This design comes from an exercise in tuning for small area on the open sky130 flow, not from production work.
The RTL was checked by simulation tests, not by an equivalence proof against the original design.
In every run shown here, the design's own scripts or RTL, not TritonCTS, make the clock network.
No driver is modelled on the clock port, so clock power and skew are understated where the tree is cut down; a real chip needs a root buffer or a tree.
No activity file was given, so power comes from the tool's default toggle rates.

[design/flow/config.mk]
export PLATFORM = sky130hd
export DESIGN_NAME = KFSDRAM
export DESIGN_NICKNAME = KFSDRAM
export VERILOG_FILES = /design/flow/design.v
export SDC_FILE = /design/flow/constraint.sdc
export NUM_CORES = 4
export LEC_CHECK = 0
export CAP_MARGIN = 20
export CORE_MARGIN = 2
export CORE_UTILIZATION = 40
export SLEW_MARGIN = 20
[design/flow/constraint.sdc]
create_clock -name core_clock -period 10.0 [get_ports {sdram_clock}]
set_input_delay 2.0000 -clock core_clock [delete_from_list [all_inputs] [get_ports {sdram_clock}]]
set_output_delay 2.0000 -clock core_clock [all_outputs]
set_load 0.01 [all_outputs]
[design/flow/design.v]
module KFSDRAM (
    input   logic               sdram_clock,
    input   logic               sdram_reset,
    input   logic   [24:0]      address,
    input   logic   [9:0]       access_num,
    input   logic   [15:0]      data_in,
    output  logic   [15:0]      data_out,
    input   logic               write_request,
    input   logic               read_request,
    output  logic               write_flag,
    output  logic               read_flag,
    output  logic               idle,
    output  logic   [12:0]      sdram_address,
    output  logic               sdram_cke,
    output  logic               sdram_cs,
    output  logic               sdram_ras,
    output  logic               sdram_cas,
    output  logic               sdram_we,
    output  logic   [1:0]       sdram_ba,
    input   logic   [15:0]      sdram_dq_in,
    output  logic   [15:0]      sdram_dq_out,
    output  logic               sdram_dq_io
);
    localparam logic [3:0] P_R    = 4'b0000;
    localparam logic [3:0] P_INIT = 4'b0001;
    localparam logic [3:0] P_SEQI = 4'b0011;
    localparam logic [3:0] P_IDLE = 4'b0010;
    localparam logic [9:0] LF_CLR  = 10'b0010111100;
    localparam logic [9:0] LF_INIT = 10'b0011010110;
    logic   [3:0]   ph;
    logic   [3:0]   ph_n;
    logic   [9:0]   k;
    logic   [9:0]   kp;
    logic   [9:0]   lf;
    logic   [15:0]  dq;
    logic   pR, pINIT, pSEQI, pIDLE, pSEQF, pSEQ, pCMD, pTAIL, tw;
    logic   tail_pre, tail_end, idl, req, ones9, due, last, cbr, act, wcmd, adv;
    logic   [9:0]   col;
    assign pR    = (ph == P_R);
    assign pINIT = (ph == P_INIT);
    assign pSEQI = (ph == P_SEQI);
    assign pIDLE = (ph == P_IDLE);
    assign pSEQF = ph[3] & ~ph[1] & ~ph[0];
    assign pSEQ  = ph[3] & ~ph[1] &  ph[0];
    assign pCMD  = ph[3] &  ph[1] &  ph[0];
    assign pTAIL = ph[3] &  ph[1] & ~ph[0];
    assign tw    = ph[2];
    assign tail_pre = pTAIL & (tw ? (k[1] & ~k[0]) : (k[2] & k[0]));
    assign tail_end = pTAIL & (tw ? (k[1] &  k[0]) : (k[2] & k[1]));
    assign idl  = pIDLE | tail_end;
    assign req  = write_request | read_request | due;
    assign ones9 = &lf[8:0];
    assign due  = lf[9] & ones9;
    logic   [10:0]  ic;
    assign ic[0] = ~pINIT | due;
    for (genvar i = 0; i < 10; i++) begin : g_inc
        assign kp[i]    = k[i] ^ ic[i];
        assign ic[i+1]  = k[i] & ic[i];
    end
    assign last = (kp == access_num);
    assign cbr  = (pSEQI & ((k[3:0] == 4'd2) | (k[3:0] == 4'd7)))
                | (pSEQF & k[0] & ~k[1]);
    assign act  = pSEQ & k[0] & ~k[1] & ~k[2];
    assign wcmd = pCMD & tw;
    logic step, go, rest;
    assign step = pR | (pINIT & due & k[3] & k[2] & k[0]) | (pSEQI & k[3] & k[2])
                | (pSEQ & k[2] & k[1]) | (pCMD & last);
    assign go   = idl & req;
    assign rest = (idl & ~req) | (pSEQF & k[2]);
    assign adv  = step | idl | (pSEQF & k[2]);
    always_comb begin
        ph_n = ph;
        if (step)
            ph_n[1:0] = {ph[0], ~ph[1]};
        if (go)
            ph_n = {1'b1, write_request, 1'b0, write_request | read_request};
        if (rest)
            ph_n = P_IDLE;
    end
    always_ff @(posedge sdram_clock, posedge sdram_reset) begin
        if (sdram_reset)
            ph <= P_R;
        else
            ph <= ph_n;
    end
    always_ff @(posedge sdram_clock) begin
        k <= adv ? 10'd0 : kp;
        if (pR)
            lf <= LF_INIT;
        else if (cbr | (pINIT & due))
            lf <= LF_CLR;
        else
            lf <= {lf[8:0], ~(lf[9] ^ lf[6]) | ones9};
        dq <= data_in;
    end
    always_ff @(posedge sdram_clock, posedge sdram_reset) begin
        if (sdram_reset)
            data_out <= 16'd0;
        else
            data_out <= sdram_dq_in;
    end
    logic   [10:0]  cy;
    assign cy[0] = 1'b0;
    for (genvar i = 0; i < 10; i++) begin : g_col
        assign col[i]   = address[i] ^ k[i] ^ cy[i];
        assign cy[i+1]  = (address[i] & k[i]) | (address[i] & cy[i]) | (k[i] & cy[i]);
    end
    always_comb begin
        sdram_address = 13'd0;
        if (act)
            sdram_address = address[22:10];
        else if (pCMD)
            sdram_address[9:0] = col;
        else if (pSEQI & (k[3] & k[2]))
            sdram_address[9:0] = 10'h030;
        if ((pSEQI & (k[3:1] == 3'd0)) | tail_pre | tail_end)
            sdram_address[10] = 1'b1;
    end
    assign sdram_ba     = (act | pCMD) ? address[24:23] : 2'd0;
    assign sdram_cke    = ~pR;
    assign sdram_cs     = pR;
    assign sdram_ras    = ~((pSEQI & ((k[3:0] == 4'd0) | (k[3] & k[2]))) | cbr | act | tail_pre);
    assign sdram_cas    = ~(cbr | (pSEQI & k[3] & k[2]) | pCMD);
    assign sdram_we     = ~((pSEQI & ((k[3:0] == 4'd0) | (k[3] & k[2]))) | wcmd | tail_pre);
    assign sdram_dq_io  = ~wcmd;
    assign sdram_dq_out = dq & {16{wcmd}};
    assign idle         = idl;
    assign write_flag   = tw & ((pSEQ & k[2] & k[1]) | (pCMD & ~last));
    assign read_flag    = ~tw & ((pCMD & (|k[9:2]))
                               | (pTAIL & ~k[2] & ((|access_num[9:2])
                                                  | (k[1] & access_num[1])
                                                  | ((k[1] | access_num[1]) & k[0] & access_num[0]))));
endmodule
[design/flow/flow/run.sh]
#!/bin/bash
# The standard layout (standard.sh, ORFS steps unchanged) with these changes:
#  - synthesis: the standard flow's synthesis script, but ABC maps with flow/abc.script (area);
#  - every I/O port still gets its own buffer, but the smallest buffer cell (buf_1);
#  - clock tree: flow/cts_hook.tcl (sourced by ORFS as PRE_CTS_TCL) builds a balanced
#    tree (port -> [one root buffer if more than 4 groups] -> one buffer, sized for slew,
#    per group of at most
#    CTS_GROUP nearby flip-flops) in place of TritonCTS.
# All tool output goes to flow_make.log here (ORFS keeps per-step logs under orfs/logs).
set -euo pipefail
W="$(pwd)"
orig=$(grep -o 'SYNTH_SCRIPT=[^ ]*' standard.sh | head -1 | cut -d= -f2)
export FLOW_SYNTH_SCRIPT="$orig"
export MY_ABC_SCRIPT="$W/flow/abc.script"
sed "s|SYNTH_SCRIPT=[^ ]*|SYNTH_SCRIPT=$W/flow/synth_wrap.tcl|" standard.sh > my_standard.sh
export BUFFER_PORTS_ARGS="-buffer_cell sky130_fd_sc_hd__buf_1"
export PRE_CTS_TCL="$W/flow/cts_hook.tcl"
export CTS_GROUP=14
bash my_standard.sh > flow_make.log 2>&1
[design/flow/flow/abc.script]
&get -n
&st
&dch -f
&nf -a -R 2000
&put
[design/flow/flow/cts_hook.tcl]
# Sourced by ORFS cts.tcl as PRE_CTS_TCL. Replaces TritonCTS with a small
# clock buffering: the clock port drives (through one root buffer when there are more than
# four groups) one leaf buffer per group of nearby flip-flops (groups of at most
# CTS_GROUP sinks, split by recursive bisection so they are balanced).
# Every register gets the same number of buffers on its clock path.
rename clock_tree_synthesis _unused_clock_tree_synthesis

proc _cts_split {items k} {
  # items: list of {pin x y}; split into k groups by recursive bisection
  if {$k <= 1} { return [list $items] }
  set xs [lmap i $items {lindex $i 1}]
  set ys [lmap i $items {lindex $i 2}]
  set dx [expr {[tcl::mathfunc::max {*}$xs] - [tcl::mathfunc::min {*}$xs]}]
  set dy [expr {[tcl::mathfunc::max {*}$ys] - [tcl::mathfunc::min {*}$ys]}]
  set idx [expr {$dx >= $dy ? 1 : 2}]
  set sorted [lsort -real -index $idx $items]
  set k1 [expr {$k / 2}]
  set k2 [expr {$k - $k1}]
  set n [llength $sorted]
  set cut [expr {int(round(double($n) * $k1 / $k))}]
  return [concat [_cts_split [lrange $sorted 0 [expr {$cut - 1}]] $k1] \
                 [_cts_split [lrange $sorted $cut end] $k2]]
}

proc _cts_centroid {items} {
  set sx 0.0; set sy 0.0
  foreach i $items { set sx [expr {$sx + [lindex $i 1]}]; set sy [expr {$sy + [lindex $i 2]}] }
  set n [llength $items]
  return [list [expr {$sx / $n}] [expr {$sy / $n}]]
}

proc _cts_buffer {block cell name loc} {
  set dbu [$block getDbUnitsPerMicron]
  set inst [odb::dbInst_create $block [[ord::get_db] findMaster $cell] $name]
  $inst setLocation [expr {int([lindex $loc 0] * $dbu)}] [expr {int([lindex $loc 1] * $dbu)}]
  $inst setPlacementStatus PLACED
  return $inst
}

proc clock_tree_synthesis {args} {
  set group_max 10
  if {[info exists ::env(CTS_GROUP)]} { set group_max $::env(CTS_GROUP) }
  set leaf_cells {sky130_fd_sc_hd__clkbuf_2 sky130_fd_sc_hd__clkbuf_4 sky130_fd_sc_hd__clkbuf_8 sky130_fd_sc_hd__clkbuf_16}
  set leaf_cell [lindex $leaf_cells end]
  set slew_target 0.110
  if {[info exists ::env(CTS_SLEW)]} { set slew_target $::env(CTS_SLEW) }
  set max_direct 4
  set root_cell sky130_fd_sc_hd__clkbuf_2
  set block [ord::get_db_block]
  set dbu [$block getDbUnitsPerMicron]
  set clk [lindex [all_clocks] 0]
  set port [lindex [get_property $clk sources] 0]
  set dbnet [[$block findBTerm [get_full_name $port]] getNet]
  set netname [$dbnet getName]
  set items {}
  foreach it [$dbnet getITerms] {
    set bb [[$it getInst] getBBox]
    lappend items [list $it \
      [expr {([$bb xMin] + [$bb xMax]) / 2.0 / $dbu}] \
      [expr {([$bb yMin] + [$bb yMax]) / 2.0 / $dbu}]]
  }
  set n [llength $items]
  set k [expr {($n + $group_max - 1) / $group_max}]
  puts "cts_hook: $n clock sinks in $k groups"
  set leaves {}
  set g 0
  foreach grp [_cts_split $items $k] {
    set loc [_cts_centroid $grp]
    set inst [_cts_buffer $block $leaf_cell clkleaf_$g $loc]
    set out [odb::dbNet_create $block clknet_leaf_$g]
    $out setSigType CLOCK
    foreach i $grp {
      set it [lindex $i 0]
      $it disconnect
      $it connect $out
    }
    [$inst findITerm A] connect $dbnet
    [$inst findITerm X] connect $out
    lappend leaves [list $inst {*}$loc]
    incr g
  }
  if {[llength $leaves] > $max_direct} {
    set root [_cts_buffer $block $root_cell clkroot [_cts_centroid $leaves]]
    set out [odb::dbNet_create $block clknet_root]
    $out setSigType CLOCK
    foreach l $leaves {
      set it [[lindex $l 0] findITerm A]
      $it disconnect
      $it connect $out
    }
    [$root findITerm A] connect $dbnet
    [$root findITerm X] connect $out
  }
  set_propagated_clock [all_clocks]
  estimate_parasitics -placement
  foreach inst [get_cells clkleaf_*] {
    set onet [get_nets -of_objects [get_pins -of_objects $inst -filter "direction==output"]]
    foreach cell $leaf_cells {
      replace_cell $inst $cell
      estimate_parasitics -placement
      set worst 0.0
      foreach p [get_pins -of_objects $onet -filter "direction==input"] {
        set s [get_property $p slew_max]
        if {$s > $worst} { set worst $s }
      }
      if {$worst <= $slew_target} { break }
    }
    puts "cts_hook: [get_full_name $inst] $cell worst sink slew $worst"
  }
  estimate_parasitics -placement
}
[design/flow/flow/synth_wrap.tcl]
# Synthesis wrapper: the standard flow's own synthesis script (FLOW_SYNTH_SCRIPT, which runs ORFS
# synth.tcl unchanged, flattens and renames) with one change: ABC maps the
# combinational logic with flow/abc.script (area-oriented) instead of ORFS's speed
# script. Registers are not touched by ABC, so they keep the standard names and cells.
proc abc {args} {
  set i [lsearch -exact $args -script]
  if {$i >= 0} { lset args [expr {$i + 1}] $::env(MY_ABC_SCRIPT) }
  yosys abc {*}$args
}
source $::env(FLOW_SYNTH_SCRIPT)
[design/flow/standard.sh]
#!/bin/bash
# synth_recipe.tcl (not shown) runs the flow's synth.tcl, then flattens the netlist and writes it again
# the make line also repeats each setting of config.mk as NAME=value (left out here)
make -C /OpenROAD-flow-scripts/flow DESIGN_CONFIG=/design/flow/config.mk WORK_HOME=/design/flow/orfs CLKGATE_MAP_FILE= SYNTH_SCRIPT=/design/flow/synth_recipe.tcl "${@:-finish}"
==> results of run 1 <==
## final cells by class
class	instances	area [µm²]	share of cell area
sequential	56	1220	0.395
timing repair buffer	127	480	0.156
tap	75	93.8	0.0304
multi-input combinational	163	1170	0.378
inverter	19	71.3	0.0231
buffer	4	55.1	0.0178
## power by group
part | internal [µW] | leakage (µW) | switching (µW)
combinational | 9.88 | 0.000702 | 11.4
sequential | 231 | 0.000538 | 1.37
clock | 36.8 | 0.0000288 | 54.2
## logic make-up (layout without fill, tap and decap cells)
group / after synthesis / after routing / synth area share
AND/OR/NAND/NOR: 96 / 96 / 0.211
multiplexers: 2 / 2 / 0.00865
AO/OA/AOI/OAI: 32 / 32 / 0.0855
adder cells (fa/ha/maj): 18 / 18 / 0.116
flip-flops: 56 / 56 / 0.497
buffers and inverters: 19 / 150 / 0.0290
XOR/XNOR: 15 / 15 / 0.0534
## final timing paths
check                                   end  cells past startpoint  slack, ns
max reg2reg                           ph[0]                     17       5.40
max in group asynchronous      data_out[10]                      2       7.85
min in group asynchronous             ph[1]                      2       1.82
max                        sdram_address[8]                     16       2.51
min                                   lf[4]                      1       0.46
min reg2reg                           lf[4]                      1       0.46
## stage by stage
stage                      util  area, µm²
after global routing      0.522       3090
after CTS                 0.522       3090
after detailed placement  0.512       3030
after floorplan               -       2460
final                     0.522       3090
after global placement    0.512       3030
## layout by cell type, fill, tap and decap left out, drive strengths merged, types with 10 or more instances in the layout
cell	netlist	routed
nand2	18	18
dfxtp	36	36
clkinv	19	19
nor2	14	14
and2	14	14
xnor2	10	10
buf	0	127
o21ai	11	11
dfrtp	20	20
and3	18	18
ha	10	10
## registers in the layout (all words and copies together) (netlist names)
register	count
dq	16
ph	4
lf	10
data_out	16
k	10
## metal layers
metal	up-vias	global-route usage
met5	-	0
met1	978	0.218
met2	63	0.285
met3	6	0.0228
met4	0	0.0133
li1	1099	-
==> flow_metrics.tcl, run 1 <==
set metrics [dict create \
    status "no timing/DRC/antenna violations" \
    leakagePower_uw 0.00127 \
    path_cells "buf_1 > ha_1 > clkinv_1 > fa_1 > fa_1 > fa_1 > clkinv_1 > fa_1 > fa_1 > clkinv_1 > fa_1 > fa_1 > clkinv_1 > fa_1 > a22o_1 > buf_1" \
    core_mm2 0.00592 \
    hold_viol 0 \
    ant_nets 0 \
    postCtsSetupBuffers 0 \
    clk_latency_ns 0.15 \
    setup.worst_path.end_class "output port" \
    hold_class "flop to flop" \
    routed-via-count 2146 \
    dieArea_mm2 0.00679 \
    path_class "input port to output port" \
    power.total_uw 344 \
    synthTopCellsByArea "dfxtp_1, dfrtp_1, fa_1" \
    final_cells 444 \
    dp_slack_ns 2.50 \
    start_util 0.415 \
    io_buffers 126 \
    crit_slowest_cell "fa_1" \
    grt_pass1_vias 1922 \
    ios 127 \
    cp_max_fo 1 \
    avgSynthCellArea_um2 10.3 \
    syn_nets 327 \
    timing.slew.headroom 0.414 \
    maxSlewViolCount 0 \
    fillers 616 \
    route.detailed.drc 0 \
    synth_cells 238 \
    synth_ff_type "dfxtp_1" \
    dp_hpwl_um 4740 \
    yosysWarningCount 1 \
    finalNetCount 460 \
    gr-total-overflow 0 \
    wl_met3_um 426 \
    synth.distinct_cells 36 \
    synthTopCellsByCount "dfxtp_1, dfrtp_1, clkinv_1, and3_1, nand2_1" \
    finalCritPeriodShare 0.749 \
    met1Wirelength_um 2660 \
    track_usage 0.161 \
    fmax_ghz 0.134 \
    critPathMostFrequentCell "fa_1" \
    finalCriticalPeriod_ns 7.49 \
    setup_viol 0 \
    areaGrowthSynthToFinish_pct 25.6 \
    synth_top_area_frac 0.293 \
    post_synth_instance_area_mm2 0.00246 \
    fin_ws_ns 2.51 \
    drive_above_1_share 0.0136 \
    met2RoutedLength_um 2780 \
    cts_hold_buffers 0 \
    hp-start "lf[3]" \
    clkTransAtPathRegs_ns 0.09 \
    routed_wl_um 5920 \
    path_buf_inv 6 \
    worstSetupStartpointType "input port" \
    tightest_slew_ns 0.879 \
    gp_congestion 0.837 \
    rsz0062_at_grt "no" \
    crit_start "address[0]" \
    ys_ff_latch 56 \
    cts_resized 0 \
    dr.pass1.iters 4 \
    die_x_um 82.4 \
    timing.rr.start "ph[2]" \
    ir_drop_v 0.0000838 \
    grt_max_degree 26 \
    finClkSkew_ns 0.0120 \
    synth_edf_count 0 \
    hold_ws_ns 0.455 \
    dp_cells 440 \
    async_flop_share 0.357 \
    crit_family "adder cells" \
    wl_per_cell_um 13.3 \
    grt_first_pass_wirelength_um 8860 \
    rows 28 \
    timing.setup.tns_ns 0 \
    yosysTopAreaCell "dfxtp_1" \
    powerDensity_mw_per_mm2 111 \
    cp.required_ns 8.00 \
    top_layer_used "met4" \
    ys_seq_area_frac 0.497 \
    num_antenna_cells 0 \
    via_per_inst 4.83 \
    die_y_um 82.4 \
    synth_most_common_cell "dfxtp_1" \
    grt_antenna_before_repair 0 \
    arrival_ns 5.49 \
    cap_violations 0 \
    cpPeakStageDelay_ns 0.40 \
    first_iter_violations 77 \
]
==> inputs of run 2 (changes only) <==
--- a/design/flow/flow/run.sh
+++ b/design/flow/flow/run.sh
@@ -2,8 +2,8 @@
 # The standard layout (standard.sh, ORFS steps unchanged) with these changes:
-#  - synthesis: the standard flow's synthesis script, but ABC maps with flow/abc.script (area);
+#  - synthesis: the standard flow's synthesis script (flow/synth_wrap.tcl sources it), but ABC maps the
+#    combinational logic with flow/abc.script (area-oriented) instead of ORFS's speed script;
 #  - every I/O port still gets its own buffer, but the smallest buffer cell (buf_1);
-#  - clock tree: flow/cts_hook.tcl (sourced by ORFS as PRE_CTS_TCL) builds a balanced
-#    tree (port -> [one root buffer if more than 4 groups] -> one buffer, sized for slew,
-#    per group of at most
-#    CTS_GROUP nearby flip-flops) in place of TritonCTS.
+#  - clock tree: flow/cts_hook.tcl (sourced by ORFS as PRE_CTS_TCL) replaces TritonCTS with
+#    one leaf buffer per group of at most CTS_GROUP nearby flip-flops, each sized for the
+#    clock slew, driven by the clock port (through a root buffer if more than 4 groups).
 # All tool output goes to flow_make.log here (ORFS keeps per-step logs under orfs/logs).
==> run 2 against run 1 <==
  * Flip-flop and latch count is the same
  * Register-to-register slack is essentially flat
  * Worst hold slack unchanged
  * Largest power group unchanged
  * Highest routed layer unchanged
  * Largest cell class unchanged
  * Critical path depth is the same
==> flow_metrics.tcl, run 2 <==
set metrics [dict create \
    timing.slew.headroom 0.414 \
    dieArea_mm2 0.00679 \
    mostFrequentLayoutCells "buf_1, dfxtp_1, dfrtp_1, clkinv_1" \
    powerDensity_mw_per_mm2 111 \
    synth_fa_ha_area_frac 0.116 \
    areaGrowthSynthToFinish_pct 25.6 \
    p_int_uw 277 \
    power.total_uw 344 \
    routed-via-count 2146 \
    combPwrFrac 0.062 \
    ant_nets 0 \
    finClkSkew_ns 0.0120 \
    route.detailed.drc 0 \
    synth_cells 238 \
    grt_antenna_before_repair 0 \
    reg2reg_depth 17 \
    worstSetupStartpointType "input port" \
    first_iter_violations 77 \
    finalNetCount 460 \
    synth.distinct_cells 36 \
    drive_above_1_share 0.0136 \
    rsz0062_at_grt "no" \
    p_seq_frac 0.674 \
    routed_wl_um 5920 \
    gp_congestion 0.837 \
    synthTopCellsByCount "dfxtp_1, dfrtp_1, clkinv_1, and3_1, nand2_1" \
    syn_nets 327 \
    core_mm2 0.00592 \
    io_buffers 126 \
    status "no timing/DRC/antenna violations" \
    postCtsSetupBuffers 0 \
    synth_most_common_cell "dfxtp_1" \
    dr.pass1.iters 4 \
    track_usage 0.161 \
    fmax_ghz 0.134 \
    path_class "input port to output port" \
    async_flop_share 0.357 \
    grt_pass1_vias 1922 \
    ios 127 \
    hold_viol 0 \
    arrival_ns 5.49 \
    num_antenna_cells 0 \
    start_util 0.415 \
    timing.setup.tns_ns 0 \
    cts_hold_buffers 0 \
    finalCriticalPeriod_ns 7.49 \
    setup.worst_path.end_class "output port" \
    avgSynthCellArea_um2 10.3 \
    synth_ff_type "dfxtp_1" \
    layout_commonest_cell "buf_1" \
    synthTopCellsByArea "dfxtp_1, dfrtp_1, fa_1" \
    synth_edf_count 0 \
    p_sw_uw 66.9 \
    wl_per_cell_um 13.3 \
    grt_first_pass_wirelength_um 8860 \
    timing.rr.start "ph[2]" \
    maxSlewViolCount 0 \
    synth_top_family_by_area "simple AND/OR/NAND/NOR gates" \
    dp_hpwl_um 4740 \
    synth_top_area_frac 0.293 \
    ir_drop_v 0.0000838 \
    setup_viol 0 \
    via_per_inst 4.83 \
    holdPathEnd "lf[4]" \
    post_synth_instance_area_mm2 0.00246 \
    yosysWarningCount 1 \
    hold_class "flop to flop" \
    clkTransAtPathRegs_ns 0.09 \
    synth-simple-area-share 0.211 \
    gr-total-overflow 0 \
    switching_share 0.194 \
    ys_ff_latch 56 \
    grt_max_degree 26 \
    synth_compound_area_frac 0.0855 \
    ys_seq_area_frac 0.497 \
    finalCritPeriodShare 0.749 \
    die_y_um 82.4 \
    cap_violations 0 \
    r2r_end "ph[0]" \
    r2r_setup_slack_ns 5.40 \
    rows 28 \
    die_x_um 82.4 \
    cp_max_fo 1 \
    cts_resized 0 \
    cp.required_ns 8.00 \
    hp-start "lf[3]" \
    clk_latency_ns 0.15 \
    yosysTopAreaCell "dfxtp_1" \
    synth.area.mux_share 0.00865 \
    p_clk_frac 0.264 \
    synth_xor_area_frac 0.0534 \
    leakagePower_uw 0.00127 \
    hold_depth 1 \
    tightest_slew_ns 0.879 \
    reg_top3 "data_out: 16 flops, dq: 16 flops" \
]
==> run 2: cell counts after synthesis <==
No cell type changed its count.
==> run 2: logic make-up after synthesis <==
| logic type | Yosys count |
|---|---|
| and+or+nand+nor | 96 |
| DFF | 56 |
| AOI/OAI and AO/OA | 32 |
| buffers and inverters | 19 |
| adders and majority gates | 18 |
| xor gates and xnor gates | 15 |
| muxes | 2 |
==> run 2: area by class of cell <==
type,instances,area [µm²]
plain buffers,4,55.1
multi-input cells,163,1170
flip-flops and latches,56,1220
well taps,75,93.8
inverters,19,71.3
fillers,616,2830
repair buffers,127,480
==> run 2: per-layer routing <==
metal,global-route usage,wire length [µm],up-vias
met5,0,0,-
met1,0.218,2660,978
met4,0.0133,53,0
met2,0.285,2780,63
li1,-,-,1099
met3,0.0228,426,6
==> run 2: worst max path at each step <==
stage / from / end / cells past startpoint
after floorplan: address[0] / sdram_address[8] / 14
after global placement: address[0] / sdram_address[8] / 16
after detailed placement: address[0] / sdram_address[8] / 16
after CTS: address[0] / sdram_address[8] / 16
after global routing: address[0] / sdram_address[8] / 16
final: address[0] / sdram_address[8] / 16
==> run 2: stage by stage <==
step | cell area, µm² | hold slack (ns) | cells | worst slack [ns] | utilization
after floorplan | 2460 | 0.416 | 238 | 2.82 | -
after global placement | 3030 | 0.421 | 440 | 2.56 | 0.512
after detailed placement | 3030 | 0.436 | 440 | 2.50 | 0.512
after CTS | 3090 | 0.459 | 444 | 2.48 | 0.522
after global routing | 3090 | 0.487 | 444 | 2.35 | 0.522
final | 3090 | 0.455 | 444 | 2.51 | 0.522
==> run 2: power groups by stage <==
stage / combinational [µW] / sequential [µW] / clock (µW)
2_1_floorplan: 5.27 / 239 / 0
3_3_place_gp: 21.0 / 237 / 0
3_5_place_dp: 21.8 / 237 / 0
4_1_cts: 21.9 / 232 / 93.8
5_1_grt: 24.5 / 233 / 102
6_report: 21.3 / 232 / 91.0
==> run 2: worst max-delay path, stage by stage <==
cell,delay [ns]
buf_1,0.08
ha_1,0.15
clkinv_1,0.07
fa_1,0.37
fa_1,0.39
fa_1,0.37
clkinv_1,0.06
fa_1,0.17
fa_1,0.18
clkinv_1,0.08
fa_1,0.38
fa_1,0.37
clkinv_1,0.06
fa_1,0.40
a22o_1,0.21
buf_1,0.12
==> inputs of run 3 (changes only) <==
--- a/design/flow/flow/run.sh
+++ b/design/flow/flow/run.sh
@@ -14,2 +14,3 @@
 export MY_ABC_SCRIPT="$W/flow/abc.script"
+export MY_FAFLIP="$W/flow/fa_flip.py"
 sed "s|SYNTH_SCRIPT=[^ ]*|SYNTH_SCRIPT=$W/flow/synth_wrap.tcl|" standard.sh > my_standard.sh
==> design/flow/flow/fa_flip.py (new file) <==
#!/usr/bin/env python3
"""Flip full adders whose A and B inputs both come from inverters.

fa(~a, ~b, ~c) = (~cout, ~sum): such a cell is rewired to take a, b and ~c and
its two outputs are inverted again, so the netlist computes the same function.
ABC then removes the inverter pairs this leaves between adder cells and folds
the others into the logic around them."""
import json, sys
src, dst, top = sys.argv[1], sys.argv[2], sys.argv[3]
d = json.load(open(src))
m = d['modules'][top]
cells = m['cells']
nid = [max([b for n in m['netnames'].values() for b in n['bits'] if isinstance(b, int)] + [0]) + 1]
def newbit():
    nid[0] += 1
    return nid[0]
drv = {}
for name, c in cells.items():
    for p, dirn in c.get('port_directions', {}).items():
        if dirn == 'output':
            for b in c['connections'][p]:
                drv[b] = (name, p)
def not_input(bit):
    x = drv.get(bit)
    if x and cells[x[0]]['type'] == '$_NOT_':
        return cells[x[0]]['connections']['A'][0]
    return None
added = 0
for name, c in list(cells.items()):
    if c['type'] != 'sky130_fd_sc_hd__fa_1':
        continue
    con = c['connections']
    a = not_input(con['A'][0]); b = not_input(con['B'][0])
    if a is None or b is None:
        continue
    cin = con['CIN'][0]
    ci = not_input(cin)
    if ci is None:
        ci = newbit()
        cells[f'$faflip${added}'] = {'hide_name': 1, 'type': '$_NOT_', 'parameters': {}, 'attributes': {},
            'port_directions': {'A': 'input', 'Y': 'output'}, 'connections': {'A': [cin], 'Y': [ci]}}
        added += 1
    con['A'] = [a]; con['B'] = [b]; con['CIN'] = [ci]
    for p in ('COUT', 'SUM'):
        old = con[p][0]; nb = newbit()
        con[p] = [nb]
        cells[f'$faflip${added}'] = {'hide_name': 1, 'type': '$_NOT_', 'parameters': {}, 'attributes': {},
            'port_directions': {'A': 'input', 'Y': 'output'}, 'connections': {'A': [nb], 'Y': [old]}}
        added += 1
    sys.stderr.write(f'fa_flip: flipped {name}\n')
d['modules'] = {top: m}
json.dump(d, open(dst, 'w'))
==> design/flow/flow/synth_wrap.tcl (replaced) <==
# Synthesis wrapper: the standard flow's own synthesis script (FLOW_SYNTH_SCRIPT, which runs ORFS
# synth.tcl unchanged, flattens and renames) with two changes at ORFS's ABC step:
#  - full adders that extract_fa left with inverters on their inputs are flipped
#    (flow/fa_flip.py, same function), so ABC can fold the inverters away;
#  - ABC maps the combinational logic with flow/abc.script (area-oriented) instead of
#    ORFS's speed script.
# Registers are not touched, so they keep the standard names and cells.
proc abc {args} {
  set i [lsearch -exact $args -script]
  if {$i >= 0} { lset args [expr {$i + 1}] $::env(MY_ABC_SCRIPT) }
  if {[info exists ::env(MY_FAFLIP)]} {
    set top $::env(DESIGN_NAME)
    set j1 $::env(RESULTS_DIR)/pre_faflip.json
    set j2 $::env(RESULTS_DIR)/post_faflip.json
    yosys write_json $j1
    exec python3 $::env(MY_FAFLIP) $j1 $j2 $top 2> $::env(RESULTS_DIR)/faflip.log
    yosys delete $top
    yosys read_json $j2
    yosys hierarchy -top $top
  }
  yosys abc {*}$args
}
source $::env(FLOW_SYNTH_SCRIPT)
==> run 3 against run 2 <==
  * Combinational power grew to 13 times the previous value
  * Routed wire length grew 3.3%
  * Worst setup slack lost 0.50 ns
  * Register-to-register slack is essentially flat
  * Via count fell by 0.93%
  * Die area shrank 1.2%
  * Global-route usage increased by 0.79 points
  * Critical path depth fell by 2
  * Sequential power rose by 45%
  * Cell count decreased by 3.6%
  * Total power increased by 100%
  * Largest power group unchanged
  * Highest routed layer unchanged
==> flow_metrics.tcl, run 3 <==
set metrics [dict create \
    status "no timing/DRC/antenna violations" \
    ir_drop_v 0.000121 \
    avgSynthCellArea_um2 10.7 \
    reg2reg_depth 20 \
    yosysWarningCount 1 \
    first_iter_violations 88 \
    dieArea_mm2 0.00671 \
    clkTransAtPathRegs_ns 0.09 \
    top_layer_used "met4" \
    hold_viol 0 \
    wl_per_cell_um 14.3 \
    synth_cells 228 \
    drive_above_1_share 0.0142 \
    cp_max_fo 1 \
    r2r_end "ph[1]" \
    dr.pass1.iters 4 \
    grt_pass1_vias 1846 \
    power.total_uw 699 \
    met2RoutedLength_um 2840 \
    setup_viol 0 \
    dp_hpwl_um 4790 \
    timing.setup.tns_ns 0 \
    synthTopCellsByArea "dfxtp_1, dfrtp_1, fa_1" \
    arrival_ns 5.99 \
    cp.required_ns 8.00 \
    fmax_ghz 0.125 \
    grt_first_pass_wirelength_um 9060 \
    via_per_inst 4.97 \
    crit_start "address[0]" \
    synth.distinct_cells 35 \
    synthTopCellsByCount "dfxtp_1, dfrtp_1, nand2_1, and3_1, xnor2_1" \
    io_buffers 126 \
    cts_hold_buffers 0 \
    gp_congestion 0.765 \
    track_usage 0.169 \
    wl_met3_um 438 \
    gr-total-overflow 0 \
    routed-via-count 2126 \
    path_class "input port to output port" \
    ys_seq_area_frac 0.503 \
    finalCriticalPeriod_ns 7.99 \
    ys_ff_latch 56 \
    tightest_slew_ns 1.09 \
    grt_max_degree 34 \
    finalNetCount 444 \
    clk_latency_ns 0.15 \
    mostFrequentLayoutCells "buf_1, dfxtp_1, nand2_1, dfrtp_1, and3_1" \
    leakagePower_uw 0.00124 \
    async_flop_share 0.357 \
    met1Wirelength_um 2760 \
    die_y_um 81.9 \
    synth_ff_type "dfxtp_1" \
    finClkSkew_ns 0.0111 \
    rows 28 \
    finalCritPeriodShare 0.799 \
    endpoint "sdram_address[9]" \
    cap_violations 0 \
    post_synth_instance_area_mm2 0.00243 \
    hold_class "flop to flop" \
    maxSlewViolCount 0 \
    core_mm2 0.00589 \
    die_x_um 81.9 \
    synth_edf_count 0 \
    synth_most_common_cell "dfxtp_1" \
    syn_nets 317 \
    num_antenna_cells 0 \
    start_util 0.413 \
    r2r_setup_slack_ns 5.40 \
    cts_resized 0 \
    layout_commonest_cell "buf_1" \
    yosysTopAreaCell "dfxtp_1" \
    powerDensity_mw_per_mm2 230 \
    areaGrowthSynthToFinish_pct 25.0 \
    synth_top_area_frac 0.297 \
    grt_antenna_before_repair 0 \
    timing.slew.headroom 0.274 \
    rsz0062_at_grt "no" \
    routed_wl_um 6110 \
    timing.rr.start "ph[2]" \
    route.detailed.drc 0 \
    setup.worst_path.end_class "output port" \
    worstSetupStartpointType "input port" \
    postCtsSetupBuffers 0 \
    reg_top3 "data_out: 16 flops, dq: 16 flops" \
    ios 127 \
    ant_nets 0 \
]
[run 3: cell types whose count changed after synthesis, moves of 2 or more]
cell,before,now
nand2_1,18,20
xnor2_1,10,14
a21oi_1,5,8
a22o_1,4,9
nor3_1,3,8
clkinv_1,19,5
nor2_1,14,12
buf_1,0,5
nand4_1,6,4
o21ai_0,11,3
nand2b_1,1,3
xor2_1,5,1
[run 3: per-layer routing]
metal  up-vias  track usage
met5         -            0
met4         0       0.0233
met3         6       0.0176
met2        87        0.289
met1       974        0.238
li1       1059            -
[run 3: worst min-delay path by stage]
stage                      from  endpoint  slack [ns]  cells past startpoint
final                     lf[3]     lf[4]        0.46                      1
after global routing      lf[3]     lf[4]        0.48                      1
after CTS                 lf[3]     lf[4]        0.46                      1
after detailed placement  lf[3]     lf[4]        0.44                      1
after global placement    lf[3]     lf[4]        0.43                      1
after floorplan           lf[3]     lf[4]        0.42                      1
[run 3: report_power, final]
| part | total (µW) | internal, µW | switching, µW |
|---|---|---|---|
| combinational | 273 | 119 | 154 |
| sequential | 337 | 271 | 66.5 |
| clock | 89.5 | 36.8 | 52.7 |
| total | 699 | 426 | 273 |
[run 3: layout make-up]
| type | count | area [µm²] |
|---|---|---|
| plain buffers | 4 | 55.1 |
| repair buffers | 126 | 473 |
| multi-input cells | 162 | 1170 |
| flip-flops and latches | 56 | 1220 |
| inverters | 5 | 18.8 |
| well taps | 75 | 93.8 |
| fillers | 599 | 2850 |
[run 3: cell families (layout without fill, tap and decap cells)]
kind of cell               after synthesis  in the layout  share of synthesized area
AOI/OAI and AO/OA                       33             33                     0.0989
and+or+nand+nor                         95             95                      0.207
buffers and inverters                   10            135                     0.0155
DFF                                     56             56                      0.503
xor gates and xnor gates                15             15                     0.0541
muxes                                    1              1                    0.00464
adders and majority gates               18             18                      0.117
[run 3: critical path, cell delays in order]
cell     delay (ns)
buf_1          0.08
ha_1           0.20
fa_1           0.40
fa_1           0.39
fa_1           0.39
fa_1           0.38
fa_1           0.39
fa_1           0.38
fa_1           0.39
fa_1           0.38
xnor2_1        0.17
xnor2_1        0.14
a22o_1         0.14
buf_1          0.15
[run 3: stage by stage]
stage	instances	util	area [µm²]	hold slack (ns)	setup WS, ns
2_1_floorplan	228	-	2430	0.415	1.98
3_3_place_gp	424	0.507	2980	0.431	2.03
3_5_place_dp	424	0.507	2980	0.435	1.98
4_1_cts	428	0.516	3040	0.463	1.98
5_1_grt	428	0.516	3040	0.482	1.81
6_report	428	0.516	3040	0.460	2.01
==> inputs of run 4 (changes only) <==
--- a/design/flow/flow/run.sh
+++ b/design/flow/flow/run.sh
@@ -2,4 +2,6 @@
 # The standard layout (standard.sh, ORFS steps unchanged) with these changes:
-#  - synthesis: the standard flow's synthesis script (flow/synth_wrap.tcl sources it), but ABC maps the
-#    combinational logic with flow/abc.script (area-oriented) instead of ORFS's speed script;
+#  - synthesis: the standard flow's synthesis script (flow/synth_wrap.tcl sources it); at ORFS's ABC step,
+#    full adders that extract_fa left with inverted inputs are flipped (flow/fa_flip.py, same
+#    function) and ABC maps the combinational logic with flow/abc.script (area-oriented)
+#    instead of ORFS's speed script;
 #  - every I/O port still gets its own buffer, but the smallest buffer cell (buf_1);
==> run 4 against run 3 <==
  * Sequential power hardly changed
  * Die area unchanged
  * Total power stayed put
  * Routed wire length stayed put
  * Synthesized cell count unchanged
  * Worst setup slack unchanged
  * Critical path type unchanged
  * Highest routed layer unchanged
==> flow_metrics.tcl, run 4 <==
set metrics [dict create \
    status "no timing/DRC/antenna violations" \
    r2r_end "ph[1]" \
    r2r_setup_slack_ns 5.40 \
    dieArea_mm2 0.00671 \
    ys_seq_area_frac 0.503 \
    cp.required_ns 8.00 \
    rsz0062_at_grt "no" \
    grt_first_pass_wirelength_um 9060 \
    dp_cells 424 \
    drive_above_1_share 0.0142 \
    hold_class "flop to flop" \
    ant_nets 0 \
    finalCritPeriodShare 0.799 \
    route.detailed.drc 0 \
    cap_violations 0 \
    synth_ff_type "dfxtp_1" \
    timing.rr.start "ph[2]" \
    num_antenna_cells 0 \
    grt_pass1_vias 1846 \
    finalNetCount 444 \
    routed-via-count 2126 \
    core_mm2 0.00589 \
    via_per_inst 4.97 \
    ir_drop_v 0.000121 \
    tightest_slew_ns 1.09 \
    grt_max_degree 34 \
    crit_start "address[0]" \
    final_cells 428 \
    io_buffers 126 \
    cts_resized 0 \
    timing.setup.tns_ns 0 \
    yosysWarningCount 1 \
    wl_per_cell_um 14.3 \
    postCtsSetupBuffers 0 \
    grt_antenna_before_repair 0 \
    cp_max_fo 1 \
    layout_commonest_cell "buf_1" \
    synth_most_common_cell "dfxtp_1" \
    crit_slowest_cell "fa_1" \
    gp_congestion 0.765 \
    synthTopCellsByArea "dfxtp_1, dfrtp_1, fa_1" \
    synth_cells 228 \
    worstSetupStartpointType "input port" \
    dp_hpwl_um 4790 \
    mostFrequentLayoutCells "buf_1, dfxtp_1, nand2_1, dfrtp_1, and3_1" \
    finalCriticalPeriod_ns 7.99 \
    path_cells "buf_1 > ha_1 > fa_1 > fa_1 > fa_1 > fa_1 > fa_1 > fa_1 > fa_1 > fa_1 > xnor2_1 > xnor2_1 > a22o_1 > buf_1" \
    synth_top_area_frac 0.297 \
    routed_wl_um 6110 \
    fin_util 0.516 \
    post_synth_instance_area_mm2 0.00243 \
    endpoint "sdram_address[9]" \
    ios 127 \
    hold_viol 0 \
    gr-total-overflow 0 \
    finClkSkew_ns 0.0111 \
    die_x_um 81.9 \
    fillers 599 \
    synthTopCellsByCount "dfxtp_1, dfrtp_1, nand2_1, and3_1, xnor2_1" \
    path_class "input port to output port" \
    setup.worst_path.end_class "output port" \
    critPathMostFrequentCell "fa_1" \
    async_flop_share 0.357 \
    setup_viol 0 \
    cts_hold_buffers 0 \
    synth.distinct_cells 35 \
    synth_edf_count 0 \
    cpPeakStageDelay_ns 0.40 \
    reg2reg_depth 20 \
    avgSynthCellArea_um2 10.7 \
    areaGrowthSynthToFinish_pct 25.0 \
    start_util 0.413 \
    maxSlewViolCount 0 \
    clk_latency_ns 0.15 \
    clkTransAtPathRegs_ns 0.09 \
    arrival_ns 5.99 \
    yosysTopAreaCell "dfxtp_1" \
    syn_nets 317 \
    track_usage 0.169 \
    fmax_ghz 0.125 \
    die_y_um 81.9 \
    dr.pass1.iters 4 \
    timing.slew.headroom 0.274 \
    first_iter_violations 88 \
    rows 28 \
    reg_top3 "data_out: 16 flops, dq: 16 flops" \
    hold_ws_ns 0.460 \
    leakagePower_uw 0.00124 \
    powerDensity_mw_per_mm2 230 \
    ys_ff_latch 56 \
]
-- run 4: cell counts in the layout (fill, tap and decap cells not counted) --
No cell type changed its count.
-- run 4: worst max-delay path: cells and delay by family --
family          cells  cell delay (ns)
xor+xnor            2             0.31
buf+inv             2             0.23
fa+ha+maj           9             3.30
compound gates      1             0.14
-- run 4: how the worst min path moves through the flow --
stage	start	end	slack, ns	cells after the start
5_1_grt	lf[3]	lf[4]	0.48	1
6_report	lf[3]	lf[4]	0.46	1
2_1_floorplan	lf[3]	lf[4]	0.42	1
3_5_place_dp	lf[3]	lf[4]	0.44	1
4_1_cts	lf[3]	lf[4]	0.46	1
3_3_place_gp	lf[3]	lf[4]	0.43	1
-- run 4: per-stage QoR --
stage | setup WS [ns] | instance area [µm²] | total power, µW
after detailed placement | 1.98 | 2980 | 617
final | 2.01 | 3040 | 699
after floorplan | 1.98 | 2430 | 516
after global placement | 2.03 | 2980 | 612
after CTS | 1.98 | 3040 | 707
after global routing | 1.81 | 3040 | 761
-- run 4: cell families (layout without fill, tap and decap cells) --
logic type | count (synthesis) | count (layout) | synth area share
xor gates and xnor gates | 15 | 15 | 0.0541
AOI/OAI and AO/OA | 33 | 33 | 0.0989
and+or+nand+nor | 95 | 95 | 0.207
DFF | 56 | 56 | 0.503
adders and majority gates | 18 | 18 | 0.117
buffers and inverters | 10 | 135 | 0.0155
muxes | 1 | 1 | 0.00464
-- run 4: power by group --
part	leakage, µW	internal (µW)	switching [µW]
Sequential	0.000536	271	66.5
Combinational	0.000675	119	154
Clock	0.0000288	36.8	52.7
Total	0.00124	426	273
-- run 4: area by class of cell --
class | count | area, µm² | share of cell area
multi-input cells | 162 | 1170 | 0.387
repair buffers | 126 | 473 | 0.156
well taps | 75 | 93.8 | 0.0309
plain buffers | 4 | 55.1 | 0.0181
flip-flops and latches | 56 | 1220 | 0.402
inverters | 5 | 18.8 | 0.00618
-- run 4: layer usage --
metal / global-route usage / vias to the layer above / wire [µm]
met4: 0.0233 / 0 / 81
met2: 0.289 / 87 / 2840
met5: 0 / - / 0
met1: 0.238 / 974 / 2760
li1: - / 1059 / -
met3: 0.0176 / 6 / 438
==> inputs of run 5 (changes only) <==
--- a/design/flow/design.v
+++ b/design/flow/design.v
@@ -28,3 +28,3 @@
     localparam logic [9:0] LF_CLR  = 10'b0010111100;
-    localparam logic [9:0] LF_INIT = 10'b0011010110;
+    localparam logic [9:0] LF_INIT = 10'b0011110101;
     logic   [3:0]   ph;
@@ -47,4 +47,4 @@
     assign tw    = ph[2];
-    assign tail_pre = pTAIL & (tw ? (k[1] & ~k[0]) : (k[2] & k[0]));
-    assign tail_end = pTAIL & (tw ? (k[1] &  k[0]) : (k[2] & k[1]));
+    assign tail_pre = pTAIL & k[2] & k[0];
+    assign tail_end = pTAIL & k[2] & k[1];
     assign idl  = pIDLE | tail_end;
@@ -65,3 +65,3 @@
     logic step, go, rest;
-    assign step = pR | (pINIT & due & k[3] & k[2] & k[0]) | (pSEQI & k[3] & k[2])
+    assign step = pR | (pINIT & due & k[3] & k[1]) | (pSEQI & k[3] & k[2])
                 | (pSEQ & k[2] & k[1]) | (pCMD & last);
@@ -86,7 +86,7 @@
     always_ff @(posedge sdram_clock) begin
-        k <= adv ? 10'd0 : kp;
-        if (pR)
+        k <= adv ? {8'd0, wcmd, wcmd} : kp;
+        if (pR | cbr)
+            lf <= LF_CLR;
+        else if (pINIT & due)
             lf <= LF_INIT;
-        else if (cbr | (pINIT & due))
-            lf <= LF_CLR;
         else
==> run 5 against run 4 <==
  * Clock power is 2% higher
  * Global-route usage fell by 0.80 points
  * Via count is 3.2% lower
  * Area after synthesis shrank 1.0%
  * Cell count decreased by 1.2%
  * Still clean
  * Largest cell class unchanged
==> flow_metrics.tcl, run 5 <==
set metrics [dict create \
    first_iter_violations 53 \
    synth_top_area_frac 0.300 \
    wl_per_cell_um 13.1 \
    dieArea_mm2 0.00664 \
    synth_edf_count 0 \
    postCtsSetupBuffers 0 \
    ir_drop_v 0.000117 \
    r2r_setup_slack_ns 5.40 \
    via_per_inst 4.87 \
    avgSynthCellArea_um2 10.8 \
    cp.required_ns 8.00 \
    cap_violations 0 \
    arrival_ns 5.96 \
    status "no timing/DRC/antenna violations" \
    hold_class "flop to flop" \
    clkTransAtPathRegs_ns 0.08 \
    powerDensity_mw_per_mm2 226 \
    gr-total-overflow 0 \
    leakagePower_uw 0.00126 \
    core_mm2 0.00585 \
    final_cells 423 \
    routed-via-count 2059 \
    track_usage 0.161 \
    reg_top3 "data_out: 16 flops, dq: 16 flops" \
    cts_hold_buffers 0 \
    rows 28 \
    hp-start "lf[2]" \
    synthTopCellsByArea "dfxtp_1, dfrtp_1, fa_1" \
    areaGrowthSynthToFinish_pct 25.3 \
    mostFrequentLayoutCells "buf_1, dfxtp_1, and3_1, dfrtp_1, nand2_1" \
    ios 127 \
    finalNetCount 439 \
    grt_pass1_vias 1887 \
    rsz0062_at_grt "no" \
    reg2reg_depth 19 \
    drive_above_1_share 0.0144 \
    r2r_end "ph[1]" \
    tightest_slew_ns 1.06 \
    grt_max_degree 33 \
    die_x_um 81.5 \
    num_antenna_cells 0 \
    fillers 580 \
    timing.rr.start "ph[2]" \
    timing.slew.headroom 0.297 \
    maxSlewViolCount 0 \
    die_y_um 81.5 \
    setup_viol 0 \
    fin_util 0.515 \
    holdPathEnd "lf[3]" \
    dp_hpwl_um 4350 \
    hold_depth 2 \
    grt_first_pass_wirelength_um 8780 \
    synth.distinct_cells 33 \
    syn_nets 312 \
    clk_latency_ns 0.15 \
    cp_max_fo 1 \
    route.detailed.drc 0 \
    synth_most_common_cell "dfxtp_1" \
    ys_seq_area_frac 0.508 \
    async_flop_share 0.357 \
    ys_ff_latch 56 \
    synth_ff_type "dfxtp_1" \
    synthTopCellsByCount "dfxtp_1, and3_1, dfrtp_1, nand2_1" \
    ant_nets 0 \
    path_class "input port to output port" \
    worstSetupStartpointType "input port" \
    post_synth_instance_area_mm2 0.00240 \
    finalCritPeriodShare 0.796 \
    dp_cells 419 \
    synth_cells 223 \
    start_util 0.411 \
    io_buffers 126 \
    yosysTopAreaCell "dfxtp_1" \
    cts_resized 0 \
    finClkSkew_ns 0.0128 \
    timing.setup.tns_ns 0 \
    setup.worst_path.end_class "output port" \
    dr.pass1.iters 4 \
    gp_congestion 0.847 \
    grt_antenna_before_repair 0 \
    layout_commonest_cell "buf_1" \
    fmax_ghz 0.126 \
    hold_viol 0 \
    routed_wl_um 5540 \
    finalCriticalPeriod_ns 7.96 \
    yosysWarningCount 1 \
]
run 5: changes by cell type after synthesis, sizes merged, moves of 2 or more:
cell | previous run | this run
or2 | 0 | 5
and3 | 19 | 22
nor3 | 8 | 5
a21oi | 8 | 6
a31oi | 0 | 2
nand2b | 3 | 1
nand3 | 5 | 3
nor2 | 12 | 10
o21ai | 3 | 5
or3 | 3 | 1
run 5: critical path, cell delays in order:
cell and delay [ns]:
buf_1 0.07, ha_1 0.20, fa_1 0.38, fa_1 0.38
fa_1 0.38, fa_1 0.39, fa_1 0.38, fa_1 0.38
fa_1 0.39, fa_1 0.38, xnor2_1 0.18, xnor2_1 0.14
a22o_1 0.14, buf_1 0.15
run 5: kinds of logic after synthesis:
| kind of cell | synth area share |
|---|---|
| xor+xnor | 0.0547 |
| buf+inv | 0.0141 |
| flops | 0.508 |
| fa+ha+maj | 0.119 |
| simple gates | 0.203 |
| compound gates | 0.102 |
run 5: area by class of cell:
type / count / area [µm²] / area share
inverter: 4 / 15.0 / 0.00499
multi-input combinational: 158 / 1150 / 0.383
timing repair buffer: 126 / 473 / 0.157
tap: 75 / 93.8 / 0.0312
buffer: 4 / 55.1 / 0.0183
sequential: 56 / 1220 / 0.405
run 5: power breakdown:
group | internal (µW) | switching, µW
Sequential | 268 | 53.3
Combinational | 114 | 155
Clock | 36.8 | 54.4
Total | 419 | 263
run 5: per-layer routing:
metal | global-route usage | routed length (µm) | vias to the layer above
li1 | - | - | 1041
met5 | 0 | 0 | -
met3 | 0.0220 | 447 | 4
met1 | 0.222 | 2530 | 938
met2 | 0.277 | 2530 | 76
met4 | 0.0220 | 31 | 0
run 5: stage by stage:
stage               area (µm²)  setup slack [ns]  hold slack, ns  power, µW
global placement          2960              2.03           0.434        596
finish                    3010              2.04           0.449        682
detailed placement        2960              2.01           0.440        598
floorplan                 2400              1.98           0.418        504
CTS                       3010              2.00           0.455        690
global route              3010              1.91           0.480        744
run 5: worst max path at each step:
| stage | from | endpoint | slack, ns | depth (start not counted) |
|---|---|---|---|---|
| finish | address[0] | sdram_address[9] | 2.04 | 14 |
| global route | address[0] | sdram_address[9] | 1.91 | 14 |
| CTS | address[0] | sdram_address[9] | 2.00 | 14 |
| detailed placement | address[0] | sdram_address[9] | 2.01 | 14 |
| global placement | address[0] | sdram_address[9] | 2.03 | 14 |
| floorplan | address[0] | sdram_address[9] | 1.98 | 17 |
==> inputs of run 6 (changes only) <==
--- a/design/flow/design.v
+++ b/design/flow/design.v
@@ -28,3 +28,3 @@
     localparam logic [9:0] LF_CLR  = 10'b0010111100;
-    localparam logic [9:0] LF_INIT = 10'b0011110101;
+    localparam logic [9:0] LF_INIT = 10'b0011010110;
     logic   [3:0]   ph;
@@ -47,4 +47,4 @@
     assign tw    = ph[2];
-    assign tail_pre = pTAIL & k[2] & k[0];
-    assign tail_end = pTAIL & k[2] & k[1];
+    assign tail_pre = pTAIL & (tw ? (k[1] & ~k[0]) : (k[2] & k[0]));
+    assign tail_end = pTAIL & (tw ? (k[1] &  k[0]) : (k[2] & k[1]));
     assign idl  = pIDLE | tail_end;
@@ -65,3 +65,3 @@
     logic step, go, rest;
-    assign step = pR | (pINIT & due & k[3] & k[1]) | (pSEQI & k[3] & k[2])
+    assign step = pR | (pINIT & due & k[3] & k[2] & k[0]) | (pSEQI & k[3] & k[2])
                 | (pSEQ & k[2] & k[1]) | (pCMD & last);
@@ -86,7 +86,7 @@
     always_ff @(posedge sdram_clock) begin
-        k <= adv ? {8'd0, wcmd, wcmd} : kp;
-        if (pR | cbr)
+        k <= adv ? 10'd0 : kp;
+        if (pR)
+            lf <= LF_INIT;
+        else if (cbr | (pINIT & due))
             lf <= LF_CLR;
-        else if (pINIT & due)
-            lf <= LF_INIT;
         else
==> design/flow/flow/run.sh (replaced) <==
#!/bin/bash
# The standard layout (standard.sh, ORFS steps unchanged) with these changes:
#  - synthesis: the standard flow's synthesis script, but at the ABC step inverted full adders are
#    flipped (flow/fa_flip.py) and ABC maps with flow/abc.script (area);
#  - every I/O port still gets its own buffer, but the smallest buffer cell (buf_1);
#  - clock tree: flow/cts_hook.tcl (sourced by ORFS as PRE_CTS_TCL) builds a balanced
#    tree (port -> [one root buffer if more than 4 groups] -> one buffer, sized for slew,
#    per group of at most
#    CTS_GROUP nearby flip-flops) in place of TritonCTS.
# All tool output goes to flow_make.log here (ORFS keeps per-step logs under orfs/logs).
set -euo pipefail
W="$(pwd)"
orig=$(grep -o 'SYNTH_SCRIPT=[^ ]*' standard.sh | head -1 | cut -d= -f2)
export FLOW_SYNTH_SCRIPT="$orig"
export MY_ABC_SCRIPT="$W/flow/abc.script"
export MY_FAFLIP="$W/flow/fa_flip.py"
sed "s|SYNTH_SCRIPT=[^ ]*|SYNTH_SCRIPT=$W/flow/synth_wrap.tcl|" standard.sh > my_standard.sh
export BUFFER_PORTS_ARGS="-buffer_cell sky130_fd_sc_hd__buf_1"
export PRE_CTS_TCL="$W/flow/cts_hook.tcl"
export CTS_GROUP=14
bash my_standard.sh > flow_make.log 2>&1
==> design/flow/flow/abc.script (replaced) <==
&get -n
&st
&dch -f
&nf -a
&put
==> run 6 against run 5 <==
  * Total power is 6.9% higher
  * Via count up 7.1%
  * Flip-flop and latch count stayed put
  * Cell count grew 2.1%
  * First-iteration DRC count grew to 2.6 times the previous value
  * Combinational power rose by about 10%
  * Critical path depth unchanged
  * Area after synthesis up 5.8%
  * Worst hold slack improved by 0.0013 ns
  * Worst setup slack improved by 0.0070 ns
==> flow_metrics.tcl, run 6 <==
set metrics [dict create \
    num_antenna_cells 0 \
    track_usage 0.162 \
    finalNetCount 446 \
    cp_max_fo 1 \
    grt_pass1_vias 2004 \
    postCtsSetupBuffers 0 \
    yosysTopAreaCell "dfxtp_1" \
    clkTransAtPathRegs_ns 0.08 \
    arrival_ns 5.96 \
    gp_congestion 0.809 \
    leakagePower_uw 0.00129 \
    setup_viol 0 \
    dp_hpwl_um 4700 \
    dieArea_mm2 0.00701 \
    synth_top_area_frac 0.283 \
    synth_ff_type "dfxtp_1" \
    fmax_ghz 0.126 \
    via_per_inst 5.10 \
    areaGrowthSynthToFinish_pct 24.3 \
    die_x_um 83.7 \
    maxSlewViolCount 0 \
    worstSetupStartpointType "input port" \
    crit_slowest_cell "fa_1" \
    first_iter_violations 138 \
    grt_max_degree 33 \
    timing.setup.tns_ns 0 \
    route.detailed.drc 0 \
    synth.distinct_cells 43 \
    ys_ff_latch 56 \
    path_cells "buf_1 > ha_1 > fa_1 > fa_1 > fa_1 > fa_1 > fa_1 > fa_1 > fa_1 > fa_1 > xor2_1 > xnor2_1 > o21ai_0 > buf_1" \
    post_synth_instance_area_mm2 0.00254 \
    synthTopCellsByCount "dfxtp_1, dfrtp_1, and3_1, and2_0, xnor2_1" \
    ir_drop_v 0.000207 \
    cpPeakStageDelay_ns 0.39 \
    async_flop_share 0.357 \
    ys_seq_area_frac 0.480 \
    drive_above_1_share 0.0169 \
    powerDensity_mw_per_mm2 230 \
    io_buffers 126 \
    cap_violations 0 \
    grt_antenna_before_repair 0 \
    cp.required_ns 8.00 \
    reg_top3 "data_out: 16 flops, dq: 16 flops" \
    tightest_slew_ns 1.04 \
    cts_resized 0 \
    clk_latency_ns 0.15 \
    yosysWarningCount 1 \
    rsz0062_at_grt "no" \
    finalCriticalPeriod_ns 7.96 \
    path_class "input port to output port" \
    hold_viol 0 \
    multi_input_area_mm2 0.00129 \
    wl_per_cell_um 13.9 \
    finalCritPeriodShare 0.796 \
    hp-start "lf[8]" \
    regArea_mm2 0.00122 \
    synthTopCellsByArea "dfxtp_1, dfrtp_1, fa_1" \
    rows 29 \
    grt_first_pass_wirelength_um 9650 \
    setup.worst_path.end_class "output port" \
    timing.rr.start "ph[2]" \
    ant_nets 0 \
    avgSynthCellArea_um2 11.1 \
    synth_most_common_cell "dfxtp_1" \
    gr-total-overflow 0 \
    critPathMostFrequentCell "fa_1" \
    hold_ws_ns 0.450 \
    routed_wl_um 6010 \
    hold_class "flop to flop" \
    fillers 633 \
    routed-via-count 2205 \
    status "no timing/DRC/antenna violations" \
    ios 127 \
    synth_edf_count 0 \
    crit_start "address[0]" \
    finClkSkew_ns 0.00897 \
    syn_nets 318 \
    mostFrequentLayoutCells "buf_1, dfxtp_1, dfrtp_1, and3_1, and2_0" \
    start_util 0.408 \
    synth_cells 229 \
    layout_commonest_cell "buf_1" \
    timing.slew.headroom 0.308 \
    dr.pass1.iters 4 \
    cts_hold_buffers 0 \
    die_y_um 83.7 \
    core_mm2 0.00624 \
]
-- run 6: layer usage --
| layer | wire (µm) | track usage | vias up |
|---|---|---|---|
| met4 | 110 | 0.0264 | 0 |
| li1 | - | - | 1092 |
| met1 | 2750 | 0.225 | 1035 |
| met2 | 2830 | 0.280 | 66 |
| met5 | 0 | 0 | - |
| met3 | 318 | 0.0168 | 12 |
-- run 6: through the flow --
step | cells | area, µm² | worst slack [ns] | power, µW | util
2_1_floorplan | 229 | 2540 | 1.91 | 539 | -
3_3_place_gp | 428 | 3100 | 2.06 | 640 | 0.497
3_5_place_dp | 428 | 3110 | 2.01 | 645 | 0.498
4_1_cts | 432 | 3160 | 2.01 | 738 | 0.507
5_1_grt | 432 | 3160 | 1.79 | 788 | 0.507
6_report | 432 | 3160 | 2.04 | 729 | 0.507
-- run 6: final timing paths --
path,end,slack [ns],cells after the start
max,sdram_address[9],2.04,14
min,lf[9],0.45,2
max reg2reg,ph[1],5.07,16
min reg2reg,lf[9],0.45,2
max in group asynchronous,data_out[6],7.83,2
min in group asynchronous,ph[0],1.83,2
-- run 6: critical path: cells and delay by family --
family / cells / cell delay (ns)
adder cells (fa/ha/maj): 9 / 3.28
buffers and inverters: 2 / 0.25
XOR/XNOR: 2 / 0.29
AO/OA/AOI/OAI: 1 / 0.13
-- run 6: kinds of logic after synthesis --
family	after synthesis	share of synthesized area
and+or+nand+nor	93	0.221
DFF	56	0.480
AOI/OAI and AO/OA	33	0.0994
adders and majority gates	18	0.112
xor gates and xnor gates	15	0.0576
buffers and inverters	11	0.0162
muxes	3	0.0133
-- run 6: final cells by class --
cell class              count  area share
plain buffers               4      0.0174
inverters                   6     0.00712
multi-input cells         162       0.407
flip-flops and latches     56       0.386
well taps                  77      0.0305
repair buffers            127       0.152
-- run 6: power breakdown --
part / switching (µW) / internal [µW] / leakage, µW
combinational: 158 / 137 / 0.000725
sequential: 70.3 / 270 / 0.000535
clock: 55.3 / 36.9 / 0.0000288

[afterwards: timing with drivers on the ports]
The flow's constraints put no driver on any port. The routed layouts listed below were extracted and timed again, unchanged, in two steps.
Step 1: set_driving_cell puts a clkbuf_16 on sdram_clock and a buf_2 on each other input, an assumption about the parent block.
Step 2 adds t to the input delays and takes it off the output delays; t is the mean of the earliest and latest rising clock arrival at the registers after step 1. Input paths then give back, and output paths get back, about the clock's delay inside the block.
a / b / c = ideal ports / drivers / drivers and shift; a / b = the first two.
run | t, ns | setup WS [ns] | latest minus earliest clock arrival (ns) | worst data-port slew with drivers (ns)
run 1 | 0.199 | 2.511 / 2.486 / 2.486 | 0.013 / 0.013 | 0.04
run 2 | 0.199 | 2.511 / 2.486 / 2.486 | 0.013 / 0.013 | 0.04
run 3 | 0.202 | 2.013 / 1.993 / 1.993 | 0.012 / 0.012 | 0.04
run 4 | 0.202 | 2.013 / 1.993 / 1.993 | 0.012 / 0.012 | 0.04
run 5 | 0.200 | 2.036 / 2.011 / 2.011 | 0.013 / 0.013 | 0.04
run 6 | 0.200 | 2.043 / 2.023 / 2.023 | 0.013 / 0.013 | 0.04
After both steps every run listed still meets setup and hold.
